From an optimization exercise on the open Yosys and OpenROAD flow, aimed at small area, a short achievable clock period and few clock cycles; shortcuts taken in it are not production practice.
Power and IR drop assume default switching activity.

Setup of main:
==> flow/design.v <==
`timescale 1ns / 1ps
module iterative_divider (
    input  wire [16:0] t_in,
    input  wire        a_in,
    input  wire [15:0] v,
    input  wire        mask,       
    input  wire [6:0]  wx,
    input  wire [6:0]  wy,
    input  wire [16:0] accx_in,
    input  wire        satx_in,
    input  wire [15:0] accy_in,
    input  wire        saty_in,
    output wire [16:0] t_out,
    output wire [16:0] accx_out,
    output wire        satx_out,
    output wire [15:0] accy_out,
    output wire        saty_out
);
    wire [17:0] u  = {t_in, a_in};
    wire [18:0] v1 = {3'b0, v};
    wire [18:0] v2 = {2'b0, v, 1'b0};
    wire [18:0] e1 = {1'b0, u} - v1;
    wire [18:0] e2 = {1'b0, u} - v2;
    wire [18:0] na = ~v1;
    wire [18:0] nb = ~v2;
    wire [18:0] uu = {1'b0, u};
    wire [18:0] cs_s = uu ^ na ^ nb;
    wire [18:0] cs_c = {(uu[17:0] & na[17:0]) | (uu[17:0] & nb[17:0]) | (na[17:0] & nb[17:0]), 1'b0};
    wire [18:0] e3 = cs_s + cs_c + 19'd2;
    wire g1 = ~e1[18];
    wire g2 = ~e2[18];
    wire g3 = ~e3[18];
    wire s3 = g3;
    wire s2 = g2 & ~g3;
    wire s1 = g1 & ~g2;
    wire s0 = ~g1;
    wire [15:0] r = ({16{s3}} & e3[15:0]) | ({16{s2}} & e2[15:0]) |
                    ({16{s1}} & e1[15:0]) | ({16{s0}} & u[15:0]);
    assign t_out = {r, 1'b0};
    wire m = ~mask;
    horner4 #(.W(17)) hx (
        .acc(accx_in), .sat(satx_in), .w(wx),
        .s0(s0 | mask), .s1(s1 & m), .s2(s2 & m), .s3(s3 & m),
        .acc_out(accx_out), .sat_out(satx_out));
    horner4 #(.W(16)) hy (
        .acc(accy_in), .sat(saty_in), .w(wy),
        .s0(s0 | mask), .s1(s1 & m), .s2(s2 & m), .s3(s3 & m),
        .acc_out(accy_out), .sat_out(saty_out));
endmodule
module horner4 #(
    parameter W = 17
) (
    input  wire [W-1:0] acc,
    input  wire         sat,
    input  wire [6:0]   w,
    input  wire         s0, s1, s2, s3,
    output wire [W-1:0] acc_out,
    output wire         sat_out
);
    localparam H = W - 7;                     
    wire [8:0]   w1 = {2'b0, w};
    wire [8:0]   w2 = {1'b0, w, 1'b0};
    wire [8:0]   w3 = w1 + w2;
    wire [7:0]   l1 = {1'b0, acc[6:0]} + {3'b0, w1[8:2]};
    wire [7:0]   l2 = {1'b0, acc[6:0]} + {2'b0, w2[8:2]};
    wire [7:0]   l3 = {1'b0, acc[6:0]} + {1'b0, w3[8:2]};
    wire [H-1:0] hi  = acc[W-1:7];
    wire [H-1:0] hi1 = hi + 1'b1;
    wire top = |hi[H-1:H-2];
    wire all1 = &hi[H-3:0];
    wire [W-1:0] c0 = {hi[H-3:0], acc[6:0], 2'b00};
    wire [W-1:0] c1 = {l1[7] ? hi1[H-3:0] : hi[H-3:0], l1[6:0], w1[1:0]};
    wire [W-1:0] c2 = {l2[7] ? hi1[H-3:0] : hi[H-3:0], l2[6:0], w2[1:0]};
    wire [W-1:0] c3 = {l3[7] ? hi1[H-3:0] : hi[H-3:0], l3[6:0], w3[1:0]};
    assign acc_out = ({W{s0}} & c0) | ({W{s1}} & c1) | ({W{s2}} & c2) | ({W{s3}} & c3);
    assign sat_out = sat | top | (all1 & ((s1 & l1[7]) | (s2 & l2[7]) | (s3 & l3[7])));
endmodule
`timescale 1ns / 1ps
module physics_engine #(
    parameter SCREEN_WIDTH = 320,
    parameter SCREEN_HEIGHT = 240
    ) (
    input  wire        clk,
    input  wire        resetn,
    input  wire        fire,
    input  wire [15:0] axi_Z_dist,
    input  wire [15:0] axi_arrow_vel,
    input  wire [7:0]  wind_x_in,
    input  wire [7:0]  wind_y_in,
    input  wire [8:0]  aim_x,
    input  wire [7:0]  aim_y,
    output wire        result_valid,
    output reg [8:0]   land_x,
    output reg [7:0]   land_y
);
    function [19:0] norm16;      
        input [15:0] x;
        reg   [15:0] y;
        reg   [3:0]  n;
        begin
            y = x; n = 4'd0;
            if (y[15:8] == 8'd0) begin y = {y[7:0], 8'd0};  n[3] = 1'b1; end
            if (y[15:12] == 4'd0) begin y = {y[11:0], 4'd0}; n[2] = 1'b1; end
            if (y[15:14] == 2'd0) begin y = {y[13:0], 2'd0}; n[1] = 1'b1; end
            if (y[15] == 1'b0)    begin y = {y[14:0], 1'b0}; n[0] = 1'b1; end
            norm16 = {n, y};
        end
    endfunction
    function [4:0] bitlen;
        input [16:0] x;
        integer i;
        begin
            bitlen = 5'd0;
            for (i = 0; i < 17; i = i + 1)
                if (x[i]) bitlen = i + 1;
        end
    endfunction
    wire [19:0] nz = norm16(axi_Z_dist);
    wire [19:0] nv = norm16(axi_arrow_vel);
    wire [5:0]  s  = 6'd8 + {2'b0, nv[19:16]} - {2'b0, nz[19:16]};
    wire        zero_q = ~nv[15] | ~nz[15] | s[5];
    reg         busy;        
    reg         fin;         
    reg  [3:0]  cnt;         
    reg  [16:0] t;
    reg         a;
    reg  [14:0] vn;          
    reg  [6:0]  wxm, wym;
    reg         wxn, wyn;
    reg  [8:0]  ax;
    reg  [7:0]  ay;
    reg  [16:0] accx;
    reg  [15:0] accy;
    reg         satx, saty;
    wire [16:0] t_nx;
    wire [16:0] accx_nx;
    wire [15:0] accy_nx;
    wire        satx_nx, saty_nx;
    iterative_divider core (
        .t_in(t), .a_in(a), .v({1'b1, vn}), .mask(cnt[3]), .wx(wxm), .wy(wym),
        .accx_in(accx), .satx_in(satx), .accy_in(accy), .saty_in(saty),
        .t_out(t_nx), .accx_out(accx_nx), .satx_out(satx_nx),
        .accy_out(accy_nx), .saty_out(saty_nx));
    wire [8:0] tx_in = wind_x_in[7] ? aim_x : SCREEN_WIDTH - aim_x;
    wire [8:0] ty_in = wind_y_in[7] ? {1'b0, aim_y} : SCREEN_HEIGHT - {1'b0, aim_y};
    wire d0x_in = (wind_x_in[6:0] == 7'd0) |
                  (wind_x_in[7] ? (aim_x == 9'd0) : (aim_x >= SCREEN_WIDTH));
    wire d0y_in = (wind_y_in[6:0] == 7'd0) |
                  (wind_y_in[7] ? (aim_y == 8'd0) : ({1'b0, aim_y} >= SCREEN_HEIGHT));
    reg  [3:0] jx, jy;
    reg        d0x, d0y;
    always @(posedge clk) begin
        if (fire) begin
            jx  <= bitlen({8'd0, tx_in}) ;
            jy  <= bitlen({8'd0, ty_in}) ;
            d0x <= d0x_in;
            d0y <= d0y_in;
        end
    end
    wire signed [6:0] ex = $signed({3'b0, jx}) + 7'sd6 - $signed({2'b0, cnt, 1'b0});
    wire signed [6:0] ey = $signed({3'b0, jy}) + 7'sd6 - $signed({2'b0, cnt, 1'b0});
    reg  [16:0] mkx;
    reg  [15:0] mky;
    integer i;
    always @* begin
        for (i = 0; i < 17; i = i + 1) mkx[i] = (ex <= i);
        for (i = 0; i < 16; i = i + 1) mky[i] = (ey <= i);
    end
    wire big_x = satx | (|(accx & mkx));
    wire big_y = saty | (|(accy & mky));
    wire det_x = d0x | big_x;
    wire det_y = d0y | big_y;
    reg  done;
    always @(posedge clk) begin
        if (!resetn)
            done <= 1'b0;
        else if (fire)
            done <= d0x_in & d0y_in;
        else
            done <= busy & ~done & det_x & det_y;
    end
    assign result_valid = fin | (busy & done);
    wire [10:0] qx = wxn ? {2'b0, ax} - {2'b0, accx[16:8]} : {2'b0, ax} + {2'b0, accx[16:8]};
    wire [9:0]  qy = wyn ? {2'b0, ay} - {2'b0, accy[15:8]} : {2'b0, ay} + {2'b0, accy[15:8]};
    wire x_lo = wxn & (satx | qx[10]);
    wire x_hi = ~x_lo & ((~wxn & satx) | qx >= SCREEN_WIDTH);
    wire y_lo = wyn & (saty | qy[9]);
    wire y_hi = ~y_lo & ((~wyn & saty) | qy >= SCREEN_HEIGHT);
    always @* begin
        land_x = x_lo ? 9'd0 : x_hi ? SCREEN_WIDTH - 1 : qx[8:0];
        land_y = y_lo ? 8'd0 : y_hi ? SCREEN_HEIGHT - 1 : qy[7:0];
    end
    always @(posedge clk) begin
        if (!resetn) begin
            busy <= 1'b0;
            fin  <= 1'b0;
        end else if (fire) begin
            busy <= ~zero_q;
            fin  <= zero_q;
        end else begin
            busy <= busy & ~done & (cnt != 4'd0);
            fin  <= busy & ~done & (cnt == 4'd0);
        end
    end
    always @(posedge clk) begin
        if (fire) begin
            vn   <= nv[14:0];
            wxm  <= wind_x_in[6:0];
            wym  <= wind_y_in[6:0];
            wxn  <= wind_x_in[7];
            wyn  <= wind_y_in[7];
            ax   <= aim_x;
            ay   <= aim_y;
        end
    end
    always @(posedge clk) begin
        if (fire) begin
            t    <= s[0] ? {1'b0, nz[15:0]} : {2'b0, nz[15:1]};
            a    <= ~s[0] & nz[0];
            cnt  <= s[4:1];
            accx <= 17'd0;
            accy <= 16'd0;
            satx <= 1'b0;
            saty <= 1'b0;
        end else begin
            t    <= t_nx;
            a    <= 1'b0;
            cnt  <= cnt - 4'd1;
            accx <= accx_nx;
            accy <= accy_nx;
            satx <= satx_nx | big_x;
            saty <= saty_nx | big_y;
        end
    end
endmodule
Settings: LEC_CHECK=0, ABC_CLOCK_PERIOD_IN_PS=3500, CAP_MARGIN=20, CORE_MARGIN=2, CORE_UTILIZATION=40, SETUP_SLACK_MARGIN=1.0, SLEW_MARGIN=20; clock period 6.0 ns.
run.sh (not shown) runs the stock make flow with config.mk's settings and CLKGATE_MAP_FILE= SYNTH_SCRIPT=/design/flow/synth_recipe.tcl, a recipe that flattens the netlist after the stock synthesis.
Every stage of the flow completed for main, and the final layout passed the timing, DRC and antenna checks.
Setup changes, main to the feature branch
diff --git a/flow/design.v b/flow/design.v
--- a/flow/design.v
+++ b/flow/design.v
@@ -171,20 +171,14 @@
     wire det_x = d0x | big_x;
     wire det_y = d0y | big_y;
-    reg  done;
-    always @(posedge clk) begin
-        if (!resetn)
-            done <= 1'b0;
-        else if (fire)
-            done <= d0x_in & d0y_in;
-        else
-            done <= busy & ~done & det_x & det_y;
-    end
-    assign result_valid = fin | (busy & done);
+    wire det   = det_x & det_y;
+    assign result_valid = fin | (busy & det);
     wire [10:0] qx = wxn ? {2'b0, ax} - {2'b0, accx[16:8]} : {2'b0, ax} + {2'b0, accx[16:8]};
     wire [9:0]  qy = wyn ? {2'b0, ay} - {2'b0, accy[15:8]} : {2'b0, ay} + {2'b0, accy[15:8]};
-    wire x_lo = wxn & (satx | qx[10]);
-    wire x_hi = ~x_lo & ((~wxn & satx) | qx >= SCREEN_WIDTH);
-    wire y_lo = wyn & (saty | qy[9]);
-    wire y_hi = ~y_lo & ((~wyn & saty) | qy >= SCREEN_HEIGHT);
+    wire fx = busy & big_x;
+    wire fy = busy & big_y;
+    wire x_lo = wxn & (satx | fx | qx[10]);
+    wire x_hi = ~x_lo & ((~wxn & (satx | fx)) | qx >= SCREEN_WIDTH);
+    wire y_lo = wyn & (saty | fy | qy[9]);
+    wire y_hi = ~y_lo & ((~wyn & (saty | fy)) | qy >= SCREEN_HEIGHT);
     always @* begin
         land_x = x_lo ? 9'd0 : x_hi ? SCREEN_WIDTH - 1 : qx[8:0];
@@ -199,6 +193,6 @@
             fin  <= zero_q;
         end else begin
-            busy <= busy & ~done & (cnt != 4'd0);
-            fin  <= busy & ~done & (cnt == 4'd0);
+            busy <= busy & ~det & (cnt != 4'd0);
+            fin  <= busy & ~det & (cnt == 4'd0);
         end
     end
@@ -229,6 +223,6 @@
             accx <= accx_nx;
             accy <= accy_nx;
-            satx <= satx_nx | big_x;
-            saty <= saty_nx | big_y;
+            satx <= satx_nx;
+            saty <= saty_nx;
         end
     end
Findings:
Total power is lower on main
Run comparison: main timing endpoint of the critical path land_y[4]; the feature branch timing endpoint of the critical path land_y[1]
Compared with main, the feature branch shows a total die area that is 1.0% higher.
Going from main to the feature branch, parity-gate share of the synthesized area counting xor and xnor cells held, filler cell count went up 28.
Of the feature branch and main, the run reporting the higher clock insertion delay at the later pin of the skew report was main.
Going from main to the feature branch, logic gate share of total power grows by 1.1 points.
First-iteration DRC count came out higher on the feature branch than on main.
The feature branch gives more transition time at the pin with the least slew margin than main did.
No run of this note included a check of the RTL's function; only the layout flow was run.

==> what the ideal ports hide <==
Ports are ideal in the flow. The routed layouts listed here were re-timed in OpenROAD.
Step 1 sets driving cells, clkbuf_16 on the clock port and buf_2 on the other inputs (assumed; they add their load-dependent delay and slew).
Step 2, shift: input delay + t, output delay - t, t = (earliest + latest rising clock arrival at the registers) / 2. This alone moves slack from input paths to output paths.
Three values: ideal ports, drivers, drivers and shift; two values: the first two.
| run | t, ns | setup WS [ns] | worst register clock-pin slew, ns |
|---|---|---|---|
| main | 0.484 | 1.170 / 1.122 / 0.746 | 0.06 / 0.06 |
| the feature branch | 0.472 | 1.063 / 1.011 / 0.804 | 0.06 / 0.06 |
After both steps every run listed still meets setup and hold. The setup slack of main, which loses most, moves by -0.048 ns with the drivers and by -0.424 ns with both steps.
